Context: an optimization exercise on an open-source flow, tuned for small area, a short achievable clock period and few clock cycles. The choices shown serve that exercise and are no tape-out recipe.
In this exercise RTL edits were held to simulation tests only and were not proved equivalent to the original.
Power and IR drop assume default switching activity.

==> flow/design.v <==
module alu(
    input wire [31:0] a,
    input wire [31:0] b,
    input wire [3:0] alu_op,
    output reg [31:0] result,
    output wire zero
);
    parameter ALU_ADD  = 4'b0000;
    parameter ALU_SUB  = 4'b0001;
    parameter ALU_AND  = 4'b0010;
    parameter ALU_OR   = 4'b0011;
    parameter ALU_XOR  = 4'b0100;
    parameter ALU_SLL  = 4'b0101;  
    parameter ALU_SRL  = 4'b0110;  
    parameter ALU_SRA  = 4'b0111;  
    parameter ALU_SLT  = 4'b1000;  
    parameter ALU_SLTU = 4'b1001;  
    parameter ALU_LUI  = 4'b1010;  
    always @(*) begin
        case(alu_op)
            ALU_ADD:  result = a + b;
            ALU_SUB:  result = a - b;
            ALU_AND:  result = a & b;
            ALU_OR:   result = a | b;
            ALU_XOR:  result = a ^ b;
            ALU_SLL:  result = a << b[4:0];
            ALU_SRL:  result = a >> b[4:0];
            ALU_SRA:  result = $signed(a) >>> b[4:0];
            ALU_SLT:  result = ($signed(a) < $signed(b)) ? 32'b1 : 32'b0;
            ALU_SLTU: result = (a < b) ? 32'b1 : 32'b0;
            ALU_LUI:  result = b;
            default:  result = a;  
        endcase
    end
    assign zero = (result == 32'b0);
endmodule 
module control_unit(
    input wire [31:0] instruction,
    output reg reg_write,
    output reg mem_to_reg,
    output reg mem_read,
    output reg mem_write,
    output reg [3:0] alu_op,
    output reg alu_src,
    output reg branch,
    output reg jal,
    output reg jalr,
    output reg auipc
);
    wire [6:0] opcode;
    wire [2:0] funct3;
    wire [6:0] funct7;
    assign opcode = instruction[6:0];
    assign funct3 = instruction[14:12];
    assign funct7 = instruction[31:25];
    parameter OP_R_TYPE     = 7'b0110011;  
    parameter OP_I_TYPE     = 7'b0010011;  
    parameter OP_LOAD       = 7'b0000011;  
    parameter OP_STORE      = 7'b0100011;  
    parameter OP_BRANCH     = 7'b1100011;  
    parameter OP_JAL        = 7'b1101111;  
    parameter OP_JALR       = 7'b1100111;  
    parameter OP_LUI        = 7'b0110111;  
    parameter OP_AUIPC      = 7'b0010111;  
    parameter ALU_ADD  = 4'b0000;
    parameter ALU_SUB  = 4'b0001;
    parameter ALU_AND  = 4'b0010;
    parameter ALU_OR   = 4'b0011;
    parameter ALU_XOR  = 4'b0100;
    parameter ALU_SLL  = 4'b0101;
    parameter ALU_SRL  = 4'b0110;
    parameter ALU_SRA  = 4'b0111;
    parameter ALU_SLT  = 4'b1000;
    parameter ALU_SLTU = 4'b1001;
    parameter ALU_LUI  = 4'b1010;
    always @(*) begin
        reg_write = 1'b0;
        mem_to_reg = 1'b0;
        mem_read = 1'b0;
        mem_write = 1'b0;
        alu_op = ALU_ADD;
        alu_src = 1'b0;
        branch = 1'b0;
        jal = 1'b0;
        jalr = 1'b0;
        auipc = 1'b0;
        case(opcode)
            OP_R_TYPE: begin
                reg_write = 1'b1;
                alu_src = 1'b0;  
                mem_to_reg = 1'b0;  
                case(funct3)
                    3'b000: begin  
                        if (funct7 == 7'b0000000)
                            alu_op = ALU_ADD;
                        else if (funct7 == 7'b0100000)
                            alu_op = ALU_SUB;
                    end
                    3'b001: alu_op = ALU_SLL;  
                    3'b010: alu_op = ALU_SLT;  
                    3'b011: alu_op = ALU_SLTU;  
                    3'b100: alu_op = ALU_XOR;  
                    3'b101: begin  
                        if (funct7 == 7'b0000000)
                            alu_op = ALU_SRL;
                        else if (funct7 == 7'b0100000)
                            alu_op = ALU_SRA;
                    end
                    3'b110: alu_op = ALU_OR;  
                    3'b111: alu_op = ALU_AND;  
                endcase
            end
            OP_I_TYPE: begin
                reg_write = 1'b1;
                alu_src = 1'b1;  
                mem_to_reg = 1'b0;  
                case(funct3)
                    3'b000: alu_op = ALU_ADD;  
                    3'b001: alu_op = ALU_SLL;  
                    3'b010: alu_op = ALU_SLT;  
                    3'b011: alu_op = ALU_SLTU;  
                    3'b100: alu_op = ALU_XOR;  
                    3'b101: begin
                        if (funct7 == 7'b0000000)
                            alu_op = ALU_SRL;  
                        else if (funct7 == 7'b0100000)
                            alu_op = ALU_SRA;  
                    end
                    3'b110: alu_op = ALU_OR;  
                    3'b111: alu_op = ALU_AND;  
                endcase
            end
            OP_LOAD: begin
                reg_write = 1'b1;
                alu_src = 1'b1;  
                mem_to_reg = 1'b1;  
                mem_read = 1'b1;  
                alu_op = ALU_ADD;  
            end
            OP_STORE: begin
                reg_write = 1'b0;  
                alu_src = 1'b1;  
                mem_write = 1'b1;  
                alu_op = ALU_ADD;  
            end
            OP_BRANCH: begin
                reg_write = 1'b0;  
                alu_src = 1'b0;  
                branch = 1'b1;  
                case(funct3)
                    3'b000: alu_op = ALU_SUB;  
                    3'b001: alu_op = ALU_SUB;  
                    3'b100: alu_op = ALU_SLT;  
                    3'b101: alu_op = ALU_SLT;  
                    3'b110: alu_op = ALU_SLTU;  
                    3'b111: alu_op = ALU_SLTU;  
                    default: alu_op = ALU_SUB;
                endcase
            end
            OP_LUI: begin
                reg_write = 1'b1;
                alu_src = 1'b1;  
                alu_op = ALU_LUI;  
            end
            OP_AUIPC: begin
                reg_write = 1'b1;
                alu_src = 1'b1;  
                alu_op = ALU_ADD;  
                auipc = 1;
            end
            OP_JAL: begin
                reg_write = 1'b1;  
                alu_op = ALU_ADD;  
                jal = 1'b1;
            end
            OP_JALR: begin
                reg_write = 1'b1;  
                alu_src = 1'b1;  
                alu_op = ALU_ADD;  
                jalr = 1'b1;
            end
            default: begin
                reg_write = 1'b0;
                mem_to_reg = 1'b0;
                mem_read = 1'b0;
                mem_write = 1'b0;
                alu_op = ALU_ADD;
                alu_src = 1'b0;
                branch = 1'b0;
                jal = 1'b0;
                jalr = 1'b0;
            end
        endcase
    end
endmodule 
module immediate_gen(
    input wire [31:0] instruction,
    output reg [31:0] imm_ext
);
    wire [6:0] opcode;
    assign opcode = instruction[6:0];
    parameter OP_I_TYPE     = 7'b0010011;  
    parameter OP_LOAD       = 7'b0000011;  
    parameter OP_STORE      = 7'b0100011;  
    parameter OP_BRANCH     = 7'b1100011;  
    parameter OP_JAL        = 7'b1101111;  
    parameter OP_JALR       = 7'b1100111;  
    parameter OP_LUI        = 7'b0110111;  
    parameter OP_AUIPC      = 7'b0010111;  
    always @(*) begin
        case(opcode)
            OP_I_TYPE, OP_LOAD, OP_JALR: begin
                imm_ext = {{20{instruction[31]}}, instruction[31:20]};
            end
            OP_STORE: begin
                imm_ext = {{20{instruction[31]}}, instruction[31:25], instruction[11:7]};
            end
            OP_BRANCH: begin
                imm_ext = {{19{instruction[31]}}, instruction[31], instruction[7], instruction[30:25], instruction[11:8], 1'b0};
            end
            OP_LUI, OP_AUIPC: begin
                imm_ext = {instruction[31:12], 12'b0};
            end
            OP_JAL: begin
                imm_ext = {{11{instruction[31]}}, instruction[31], instruction[19:12], instruction[20], instruction[30:21], 1'b0};
            end
            default: begin
                imm_ext = 32'b0;
            end
        endcase
    end
endmodule 
module hazard_detection(
    input wire ID_EX_MemRead,
    input wire MEM_WB_RegWrite,
    input wire [4:0] ID_EX_Rd,
    input wire [4:0] IF_ID_Rs1,
    input wire [4:0] IF_ID_Rs2,
    input wire [4:0] MEM_WB_Rd,
    output reg stall
);
    always @(*) begin
        if (ID_EX_MemRead && 
            ((ID_EX_Rd == IF_ID_Rs1) || (ID_EX_Rd == IF_ID_Rs2)) && 
            (ID_EX_Rd != 0)) begin
            stall = 1'b1;  
        end
        else begin
            stall = 1'b0;  
        end
    end
endmodule 
module forwarding_unit(
    input wire EX_MEM_RegWrite,
    input wire MEM_WB_RegWrite,
    input wire [4:0] EX_MEM_Rd,
    input wire [4:0] MEM_WB_Rd,
    input wire [4:0] ID_EX_Rs1,
    input wire [4:0] ID_EX_Rs2,
    output reg [1:0] ForwardA,
    output reg [1:0] ForwardB
);
    always @(*) begin
        if (EX_MEM_RegWrite && (EX_MEM_Rd != 5'b0) && (EX_MEM_Rd == ID_EX_Rs1)) begin
            ForwardA = 2'b10;
        end
        else if (MEM_WB_RegWrite && (MEM_WB_Rd != 5'b0) && 
                 !(EX_MEM_RegWrite && (EX_MEM_Rd != 5'b0) && (EX_MEM_Rd == ID_EX_Rs1)) &&
                 (MEM_WB_Rd == ID_EX_Rs1)) begin
            ForwardA = 2'b01;
        end
        else begin
            ForwardA = 2'b00;
        end
        if (EX_MEM_RegWrite && (EX_MEM_Rd != 5'b0) && (EX_MEM_Rd == ID_EX_Rs2)) begin
            ForwardB = 2'b10;
        end
        else if (MEM_WB_RegWrite && (MEM_WB_Rd != 5'b0) && 
                 !(EX_MEM_RegWrite && (EX_MEM_Rd != 5'b0) && (EX_MEM_Rd == ID_EX_Rs2)) &&
                 (MEM_WB_Rd == ID_EX_Rs2)) begin
            ForwardB = 2'b01;
        end
        else begin
            ForwardB = 2'b00;
        end
    end
endmodule 
module register_file(
    input wire clk,
    input wire rst,
    input wire reg_write,
    input wire [4:0] read_reg1,
    input wire [4:0] read_reg2,
    input wire [4:0] write_reg,
    input wire [31:0] write_data,
    output wire [31:0] read_data1,
    output wire [31:0] read_data2
);
    reg [31:0] registers [0:31];
    integer i;
    always @(negedge clk or posedge rst) begin
        if (rst) begin
            for (i = 0; i < 32; i = i + 1) begin
                registers[i] <= 32'b0;
            end
        end else if (reg_write && write_reg != 5'b0) begin
            registers[write_reg] <= write_data;
        end
    end
    assign read_data1 = (read_reg1 == 5'b0) ? 32'b0 : registers[read_reg1];
    assign read_data2 = (read_reg2 == 5'b0) ? 32'b0 : registers[read_reg2];
endmodule 
module cpu(
    input wire clk,
    input wire rst,
    output wire [31:0] instr_addr,
    input wire [31:0] instruction,
    output wire [31:0] data_addr,
    output wire [31:0] data_out,
    input wire [31:0] data_in,
    output wire mem_write,
    output wire mem_read
);
    reg [31:0] IF_ID_PC;
    reg [31:0] IF_ID_Instruction;
    reg [31:0] ID_EX_PC;
    reg [4:0] ID_EX_Rs1;
    reg [4:0] ID_EX_Rs2;
    reg [4:0] ID_EX_Rd;
    reg [31:0] ID_EX_RegR1;
    reg [31:0] ID_EX_RegR2;
    reg [31:0] ID_EX_Imm;
    reg ID_EX_RegWrite;
    reg [1:0] ID_EX_ALUSrc;
    reg [3:0] ID_EX_ALUOp;
    reg [2:0] ID_EX_Funct3;
    reg ID_EX_MemRead;
    reg ID_EX_MemWrite;
    reg ID_EX_MemtoReg;
    reg ID_EX_Branch;
    reg ID_EX_Jal;
    reg ID_EX_Jalr;
    reg ID_EX_Auipc;
    reg [31:0] EX_MEM_BranchTarget;
    reg EX_MEM_Zero;
    reg [31:0] EX_MEM_ALUResult;
    reg [31:0] EX_MEM_RegR2;
    reg [4:0] EX_MEM_Rd;
    reg [2:0] EX_MEM_Funct3;
    reg EX_MEM_RegWrite;
    reg EX_MEM_MemRead;
    reg EX_MEM_MemWrite;
    reg EX_MEM_MemtoReg;
    reg EX_MEM_Branch;
    reg EX_MEM_Jal;
    reg EX_MEM_Jalr;
    reg [31:0] MEM_WB_ReadData;
    reg [31:0] MEM_WB_ALUResult;
    reg [4:0] MEM_WB_Rd;
    reg MEM_WB_RegWrite;
    reg MEM_WB_MemtoReg;
    reg [31:0] PC;
    wire [31:0] PC_next;
    wire branch_taken;
    wire [4:0] rs1, rs2, rd;
    wire [31:0] reg_data1, reg_data2;
    wire [31:0] imm_ext;
    wire [3:0] alu_op;
    wire reg_write, mem_to_reg, alu_src, branch, mem_read_ctrl, mem_write_ctrl;
    reg [31:0] alu_in2_fwding_mux;
    reg [31:0] alu_in1_fwding_mux;
    wire [31:0] alu_in1, alu_in2;
    wire [31:0] alu_result;
    wire zero_flag;
    wire [31:0] branch_target;
    wire [31:0] jump_target;
    wire jal;
    wire jalr;
    wire auipc;
    wire stall;
    reg flush;
    wire [1:0] forward_a, forward_b;
    reg pipeline_stall;
    assign instr_addr = PC;
    always @(posedge clk or posedge rst) begin
        if (rst) begin
            PC <= 32'b0;
        end else if (branch_taken || !pipeline_stall) begin
            PC <= PC_next;
        end
    end
    assign PC_next = branch_taken ? EX_MEM_BranchTarget : PC + 4;
    assign branch_taken = ((EX_MEM_Branch) & 
                            (((EX_MEM_Funct3 == 3'b000) & (EX_MEM_Zero == 1)) |
                            ((EX_MEM_Funct3 == 3'b001) & (EX_MEM_Zero == 0))  |
                            ((EX_MEM_Funct3 == 3'b100) & (EX_MEM_Zero == 0))  |
                            ((EX_MEM_Funct3 == 3'b101) & (EX_MEM_Zero == 1))  |
                            ((EX_MEM_Funct3 == 3'b110) & (EX_MEM_Zero == 0))  |
                            ((EX_MEM_Funct3 == 3'b111) & (EX_MEM_Zero == 1))))|
                            (EX_MEM_Jal) |
                            (EX_MEM_Jalr);
    always @(posedge clk or posedge rst) begin
        if (rst) begin
            IF_ID_PC <= 32'b0;
            IF_ID_Instruction <= 32'b0;
        end else if (flush || !pipeline_stall) begin
            if (flush) begin
                IF_ID_Instruction <= 32'b0;  
                IF_ID_PC <= 32'b0;
            end else begin
                IF_ID_PC <= PC;
                IF_ID_Instruction <= instruction;
            end
        end
    end
    control_unit control(
        .instruction(IF_ID_Instruction),
        .reg_write(reg_write),
        .mem_to_reg(mem_to_reg),
        .mem_read(mem_read_ctrl),
        .mem_write(mem_write_ctrl),
        .alu_op(alu_op),
        .alu_src(alu_src),
        .branch(branch),
        .jal(jal),
        .jalr(jalr),
        .auipc(auipc)
    );
    register_file registers(
        .clk(clk),
        .rst(rst),
        .reg_write(MEM_WB_RegWrite),
        .read_reg1(IF_ID_Instruction[19:15]),  
        .read_reg2(IF_ID_Instruction[24:20]),  
        .write_reg(MEM_WB_Rd),
        .write_data(MEM_WB_MemtoReg ? MEM_WB_ReadData : MEM_WB_ALUResult),
        .read_data1(reg_data1),
        .read_data2(reg_data2)
    );
    immediate_gen imm_gen(
        .instruction(IF_ID_Instruction),
        .imm_ext(imm_ext)
    );
    hazard_detection hazard_unit(
        .ID_EX_MemRead(ID_EX_MemRead),
        .MEM_WB_RegWrite(MEM_WB_RegWrite),
        .ID_EX_Rd(ID_EX_Rd),
        .IF_ID_Rs1(IF_ID_Instruction[19:15]),
        .IF_ID_Rs2(IF_ID_Instruction[24:20]),
        .MEM_WB_Rd(MEM_WB_Rd),
        .stall(stall)
    );
    always @(posedge clk or posedge rst) begin
        if (rst) begin
            ID_EX_PC <= 32'b0;
            ID_EX_Rs1 <= 5'b0;
            ID_EX_Rs2 <= 5'b0;
            ID_EX_Rd <= 5'b0;
            ID_EX_RegR1 <= 32'b0;
            ID_EX_RegR2 <= 32'b0;
            ID_EX_Imm <= 32'b0;
            ID_EX_RegWrite <= 1'b0;
            ID_EX_ALUSrc <= 1'b0;
            ID_EX_ALUOp <= 4'b0;
            ID_EX_MemRead <= 1'b0;
            ID_EX_MemWrite <= 1'b0;
            ID_EX_MemtoReg <= 1'b0;
            ID_EX_Branch <= 1'b0;
            ID_EX_Jal <= 1'b0;
            ID_EX_Jalr <= 1'b0;
            ID_EX_Funct3 <= 3'b0;
            ID_EX_Auipc <= 1'b0;
        end else if (flush || stall) begin
            ID_EX_PC <= 32'b0;
            ID_EX_Rs1 <= 5'b0;
            ID_EX_Rs2 <= 5'b0;
            ID_EX_Rd <= 5'b0;
            ID_EX_RegR1 <= 32'b0;
            ID_EX_RegR2 <= 32'b0;
            ID_EX_Imm <= 32'b0;
            ID_EX_RegWrite <= 1'b0;
            ID_EX_ALUSrc <= 1'b0;
            ID_EX_ALUOp <= 4'b0;
            ID_EX_MemRead <= 1'b0;
            ID_EX_MemWrite <= 1'b0;
            ID_EX_MemtoReg <= 1'b0;
            ID_EX_Branch <= 1'b0;
            ID_EX_Jal <= 1'b0;
            ID_EX_Jalr <= 1'b0;
            ID_EX_Funct3 <= 3'b0;
            ID_EX_Auipc <= 1'b0;
        end else if (!pipeline_stall) begin
            ID_EX_PC <= IF_ID_PC;
            ID_EX_Rs1 <= IF_ID_Instruction[19:15];
            ID_EX_Rs2 <= IF_ID_Instruction[24:20];
            ID_EX_Rd <= IF_ID_Instruction[11:7];
            ID_EX_RegR1 <= reg_data1;
            ID_EX_RegR2 <= reg_data2;
            ID_EX_Imm <= imm_ext;
            ID_EX_RegWrite <= reg_write;
            ID_EX_ALUSrc <= alu_src;
            ID_EX_ALUOp <= alu_op;
            ID_EX_MemRead <= mem_read_ctrl;
            ID_EX_MemWrite <= mem_write_ctrl;
            ID_EX_MemtoReg <= mem_to_reg;
            ID_EX_Branch <= branch;
            ID_EX_Jal <= jal;
            ID_EX_Jalr <= jalr;
            ID_EX_Auipc <= auipc;
            ID_EX_Funct3 <= IF_ID_Instruction[14:12];
        end
    end
    forwarding_unit forwarding(
        .EX_MEM_RegWrite(EX_MEM_RegWrite),
        .MEM_WB_RegWrite(MEM_WB_RegWrite),
        .EX_MEM_Rd(EX_MEM_Rd),
        .MEM_WB_Rd(MEM_WB_Rd),
        .ID_EX_Rs1(ID_EX_Rs1),
        .ID_EX_Rs2(ID_EX_Rs2),
        .ForwardA(forward_a),
        .ForwardB(forward_b)
    );
    always @(*) begin
        case(forward_a)
            2'b00: alu_in1_fwding_mux = ID_EX_RegR1;
            2'b01: alu_in1_fwding_mux = MEM_WB_MemtoReg ? MEM_WB_ReadData : MEM_WB_ALUResult;
            2'b10: alu_in1_fwding_mux = EX_MEM_ALUResult;
            default: alu_in1_fwding_mux = ID_EX_RegR1;
        endcase
    end
    always @(*) begin
        case(forward_b)
            2'b00: alu_in2_fwding_mux = ID_EX_RegR2;
            2'b01: alu_in2_fwding_mux = MEM_WB_MemtoReg ? MEM_WB_ReadData : MEM_WB_ALUResult;
            2'b10: alu_in2_fwding_mux = EX_MEM_ALUResult;
            default: alu_in2_fwding_mux = ID_EX_RegR2;
        endcase
    end
    assign alu_in1 = (ID_EX_Jal | ID_EX_Jalr | ID_EX_Auipc) ? ID_EX_PC: alu_in1_fwding_mux;
    assign alu_in2 = (ID_EX_Jal | ID_EX_Jalr) ? 32'd4 : (ID_EX_ALUSrc ? ID_EX_Imm : alu_in2_fwding_mux);
    alu alu_unit(
        .a(alu_in1),
        .b(alu_in2),
        .alu_op(ID_EX_ALUOp),
        .result(alu_result),
        .zero(zero_flag)
    );
    assign branch_target = ID_EX_Jalr ? ((alu_in1_fwding_mux + ID_EX_Imm) & ~32'h1) : (ID_EX_PC + ID_EX_Imm) ;
    always @(posedge clk or posedge rst) begin
        if (rst) begin
            EX_MEM_BranchTarget <= 32'b0;
            EX_MEM_Zero <= 1'b0;
            EX_MEM_ALUResult <= 32'b0;
            EX_MEM_RegR2 <= 32'b0;
            EX_MEM_Rd <= 5'b0;
            EX_MEM_RegWrite <= 1'b0;
            EX_MEM_MemRead <= 1'b0;
            EX_MEM_MemWrite <= 1'b0;
            EX_MEM_MemtoReg <= 1'b0;
            EX_MEM_Branch <= 1'b0;
            EX_MEM_Jal <= 1'b0;
            EX_MEM_Jalr <= 1'b0;
            EX_MEM_Funct3 <= 3'b0;
        end else if (flush) begin
            EX_MEM_BranchTarget <= 32'b0;
            EX_MEM_Zero <= 1'b0;
            EX_MEM_ALUResult <= 32'b0;
            EX_MEM_RegR2 <= 32'b0;
            EX_MEM_Rd <= 5'b0;
            EX_MEM_RegWrite <= 1'b0;
            EX_MEM_MemRead <= 1'b0;
            EX_MEM_MemWrite <= 1'b0;
            EX_MEM_MemtoReg <= 1'b0;
            EX_MEM_Branch <= 1'b0;
            EX_MEM_Jal <= 1'b0;
            EX_MEM_Jalr <= 1'b0;
            EX_MEM_Funct3 <= 3'b0;
        end else begin
            EX_MEM_BranchTarget <= branch_target;
            EX_MEM_Zero <= zero_flag;
            EX_MEM_ALUResult <= alu_result;
            EX_MEM_RegR2 <= alu_in2_fwding_mux;
            EX_MEM_Rd <= ID_EX_Rd;
            EX_MEM_RegWrite <= ID_EX_RegWrite;
            EX_MEM_MemRead <= ID_EX_MemRead;
            EX_MEM_MemWrite <= ID_EX_MemWrite;
            EX_MEM_MemtoReg <= ID_EX_MemtoReg;
            EX_MEM_Branch <= ID_EX_Branch;
            EX_MEM_Jal <= ID_EX_Jal;
            EX_MEM_Jalr <= ID_EX_Jalr;
            EX_MEM_Funct3 <= ID_EX_Funct3;
        end
    end
    assign data_addr = EX_MEM_ALUResult;
    assign data_out = EX_MEM_RegR2;
    assign mem_write = EX_MEM_MemWrite;
    assign mem_read = EX_MEM_MemRead;
    always @(posedge clk or posedge rst) begin
        if (rst) begin
            MEM_WB_ReadData <= 32'b0;
            MEM_WB_ALUResult <= 32'b0;
            MEM_WB_Rd <= 5'b0;
            MEM_WB_RegWrite <= 1'b0;
            MEM_WB_MemtoReg <= 1'b0;
        end else begin
            MEM_WB_ReadData <= data_in;
            MEM_WB_ALUResult <= EX_MEM_ALUResult;
            MEM_WB_Rd <= EX_MEM_Rd;
            MEM_WB_RegWrite <= EX_MEM_RegWrite;
            MEM_WB_MemtoReg <= EX_MEM_MemtoReg;
        end
    end
    always @(*) begin
        pipeline_stall = stall;
        flush = branch_taken;
    end
endmodule 
==> flow/run.sh <==
#!/bin/bash
# synth_recipe.tcl (not shown) runs the flow's synth.tcl, then flattens the netlist and writes it again
# the make line also repeats each setting of config.mk as NAME=value (left out here)
make -C /OpenROAD-flow-scripts/flow DESIGN_CONFIG=/design/flow/config.mk WORK_HOME=/design/flow/orfs CLKGATE_MAP_FILE= SYNTH_SCRIPT=/design/flow/synth_recipe.tcl finish
==> flow/config.mk <==
export PLATFORM = sky130hd
export DESIGN_NAME = cpu
export DESIGN_NICKNAME = cpu
export VERILOG_FILES = /design/flow/design.v
export SDC_FILE = /design/flow/constraint.sdc
export NUM_CORES = 4
export LEC_CHECK = 0
export CAP_MARGIN = 20
export CORE_MARGIN = 2
export CORE_UTILIZATION = 40
export SLEW_MARGIN = 20
==> flow/constraint.sdc <==
create_clock -name core_clock -period 12.0 [get_ports {clk}]
set_input_delay 2.4000 -clock core_clock [delete_from_list [all_inputs] [get_ports {clk}]]
set_output_delay 2.4000 -clock core_clock [all_outputs]
set_load 0.01 [all_outputs]
==> summary.txt <==
per-stage QoR:
stage,setup slack (ns),std cells,util (%)
5_1_grt,2.51,10900,46.2
3_3_place_gp,1.89,10600,43.0
4_1_cts,2.66,10900,45.9
3_5_place_dp,1.89,10600,43.0
6_report,2.63,11000,46.2
2_1_floorplan,-15.66,8473,-
where the power goes:
group | internal, mW | switching [mW] | total [mW]
registers | 5.19 | 0.406 | 5.59
clock network | 2.96 | 2.17 | 5.12
logic | 0.709 | 1.50 | 2.21
cell families (layout without fill, tap and decap cells):
| family | count (synthesis) | in the layout | share of synthesized area (%) |
|---|---|---|---|
| other cells | 0 | 12 | 0 |
| mux | 120 | 120 | 1.69 |
| buf+inv | 873 | 845 | 4.45 |
| xor+xnor | 121 | 121 | 1.40 |
| simple gates | 2664 | 2664 | 15.6 |
| fa+ha+maj | 167 | 167 | 2.80 |
| compound gates | 3100 | 3100 | 26.9 |
| flops | 1428 | 1428 | 47.1 |
layer usage:
metal | up-vias | share of wire (%)
li1 | 30800 | -
met1 | 36400 | 36
met2 | 6325 | 41
met3 | 2109 | 14
met4 | 34 | 9.0
met5 | - | 0.11
layout make-up:
type                    count  area (um2)
clock inverters            65         878
fillers                 18000      101000
inverters                 129         488
multi-input cells        6172       37900
well taps                2495        3120
clock buffers             221        4570
repair buffers            430        4100
diodes                     12        30.0
flip-flops and latches   1428       35700
worst max path at each step:
stage	slack, ns	to	start
3_3_place_gp	1.89	registers.registers[12][21]$_DFFE_NP0P_	rst
2_1_floorplan	-15.66	registers.registers[10][0]$_DFFE_NP0P_	rst
5_1_grt	2.51	registers.registers[28][14]$_DFFE_NP0P_	MEM_WB_Rd[0]$_DFF_PP0_
4_1_cts	2.66	registers.registers[31][21]$_DFFE_NP0P_	rst
3_5_place_dp	1.89	registers.registers[12][21]$_DFFE_NP0P_	rst
6_report	2.63	registers.registers[28][1]$_DFFE_NP0P_	MEM_WB_Rd[0]$_DFF_PP0_
synth_stat cells (all sizes together) (129+ instances only):
cell	number	area (um2)
nand4	138	863
nor2	1000	3760
dfrtp	436	10900
a22oi	339	2540
clkbuf	646	2420
dfrtn	992	24800
o21ai	633	3170
nor3	184	921
a221oi	280	2460
a21oi	972	4860
a22o	259	2270
nand2	783	2940
nand3	180	901
ha	163	2040
inv	129	484
worst max-delay path, cell delays in order (launching register included):
cell and delay, ns:
dfrtp_1 0.52, nand2b_1 0.25, nor3b_1 0.76, nor2b_4 0.93, buf_4 0.48, a21oi_1 0.12
cells in the final DEF (no fill, tap or decap), types with 165 or more instances in the layout:
cell type  synthesis  final
dfrtn_1          992    992
a21oi_1          972    972
nor2_1           999    924
nand2_1          783    772
o21ai_0          592    591
dfrtp_1          436    433
a22oi_1          339    339
a221oi_1         278    278
a22o_1           259    259
buf_4              4    235
nand3_1          180    179
nor3_1           184    165
==> summary.txt <==
- Worst-path clk slew: about 0.06 ns
- FFs w/ async S/R, synth: 100%
- Worst Path Max Fanout: 23
- Met3 usage: 15.3%
- Most common flop cell mapped by yosys: dfrtn_1
- Final Setup Violations: 0
- Dpl cell area: slightly above 80000 um2
- Antenna-violating nets left: 0
- Hold Buf Count CTS: 0
- Worst-Margin Slew: between 1 and 1.5 ns
- Detail Placement HPWL: 241000 um
- Syn Nets: approximately 8700
- Peak VDD IR: about 0.00011 V
- Overall Global Routing Usage: 39.0%
- Maximum clock rate: 107 MHz
- Sequential area share after synthesis: between 40% and 50%
- Synth cell types: 94
- Vias in the first global route: 70900
- WP data arrival: 3.90 ns
- YS warnings: 8
- Synth-to-layout area growth: 14.5%
- Setup TNS Final: 0 ns
- Tmin final: 9.37 ns
- CP startpoint kind: flip-flop
- Post-route DRC: 0
- RSZ-0062 raised after global routing: false
- Global route total overflow: 0
- Slew Limit Fails: 0
- Reg2Reg Depth: 5
- Worst r2r src: MEM_WB_Rd[0]$_DFF_PP0_
- Skew final: approximately 0.13 ns
- Post-CTS Setup Bufs: 0
- Post-Syn Area: about 76000 um2
- Worst Min Path Start: EX_MEM_RegWrite$_DFF_PP0_
- Tot Pwr: between 10 and 15 mW
- Max clock buf depth: 3
- Initial antenna violation count: 25
- 1st-iter DRT viols: around 13000
- Final Hold Vio Count: 0
- P_leak: approximately 38 nW
- Via/cell ratio: 6.91
- Reg2Reg Setup Slack: between 2 and 3 ns
- Outcome: no timing/DRC/antenna violations
- Die Ht: approximately 440 um
- H-Tree Depth: 4
- Initial core utilization: between 40 and 50%
- Worst hold path class: reg -> reg
- CTS tree: yes
- Gr busiest metal: met2
- Yosys reg bits: between 1000 and 1500
- GR Util met2: between 50% and 60%
- Share of cells above drive strength 1: ~8.9%
- Finished Cell Area: approximately 87000 um2
- Reg2Reg Capture Point: registers.registers[28][1]$_DFFE_NP0P_
- Cell Rows: 159
- DR WL/cell: roughly 35 um
- Port bufs: between 150 and 200
- TritonCTS Buffers: around 160
- Core box area: 188000 um2
- Hold depth: 0
- CTS Sinks: 1428
- Die area: ~190000 um2
- Vias: approximately 76000
- PD cells: approximately 150 nW/um2
- Gates resized, CTS repair: 0
- Worst Setup End Kind: flip-flop
- Hold slack: about 0.43 ns
- Placer congestion estimate: approximately 1.0
- Max Cap Viol: 0
- WP data required: about 6.5 ns
- Layout net count: ~8600
- Total iterations of the first detailed-routing run: 10
- Largest register by flop count: registers.registers
- Synth Area per Inst: between 8 and 9 um2
- Critical path type: reg -> reg
- Hold EP: MEM_WB_RegWrite$_DFF_PP0_
- Cells after Synth: roughly 8500
- EDFF count, synth: 0
- First-pass GRT wire length: around 540000 um
- Max FFs per register: slightly below 1000
- Clock root cell: clkbuf_16
- Pin count of the biggest net entering global routing: roughly 140
- Period Utilization, post-route: between 70 and 80%
- I/O pin cnt: ~160
- Die Wd: around 440 um
- Relative slew slack: a little over a tenth
- Grt met1 use: about 47%
- Routed WL: roughly 390000 um
- Worst-skew pair later-pin latency: ~0.83 ns
Testbench counts, summed over its fixed seeds: cycles 59,981.
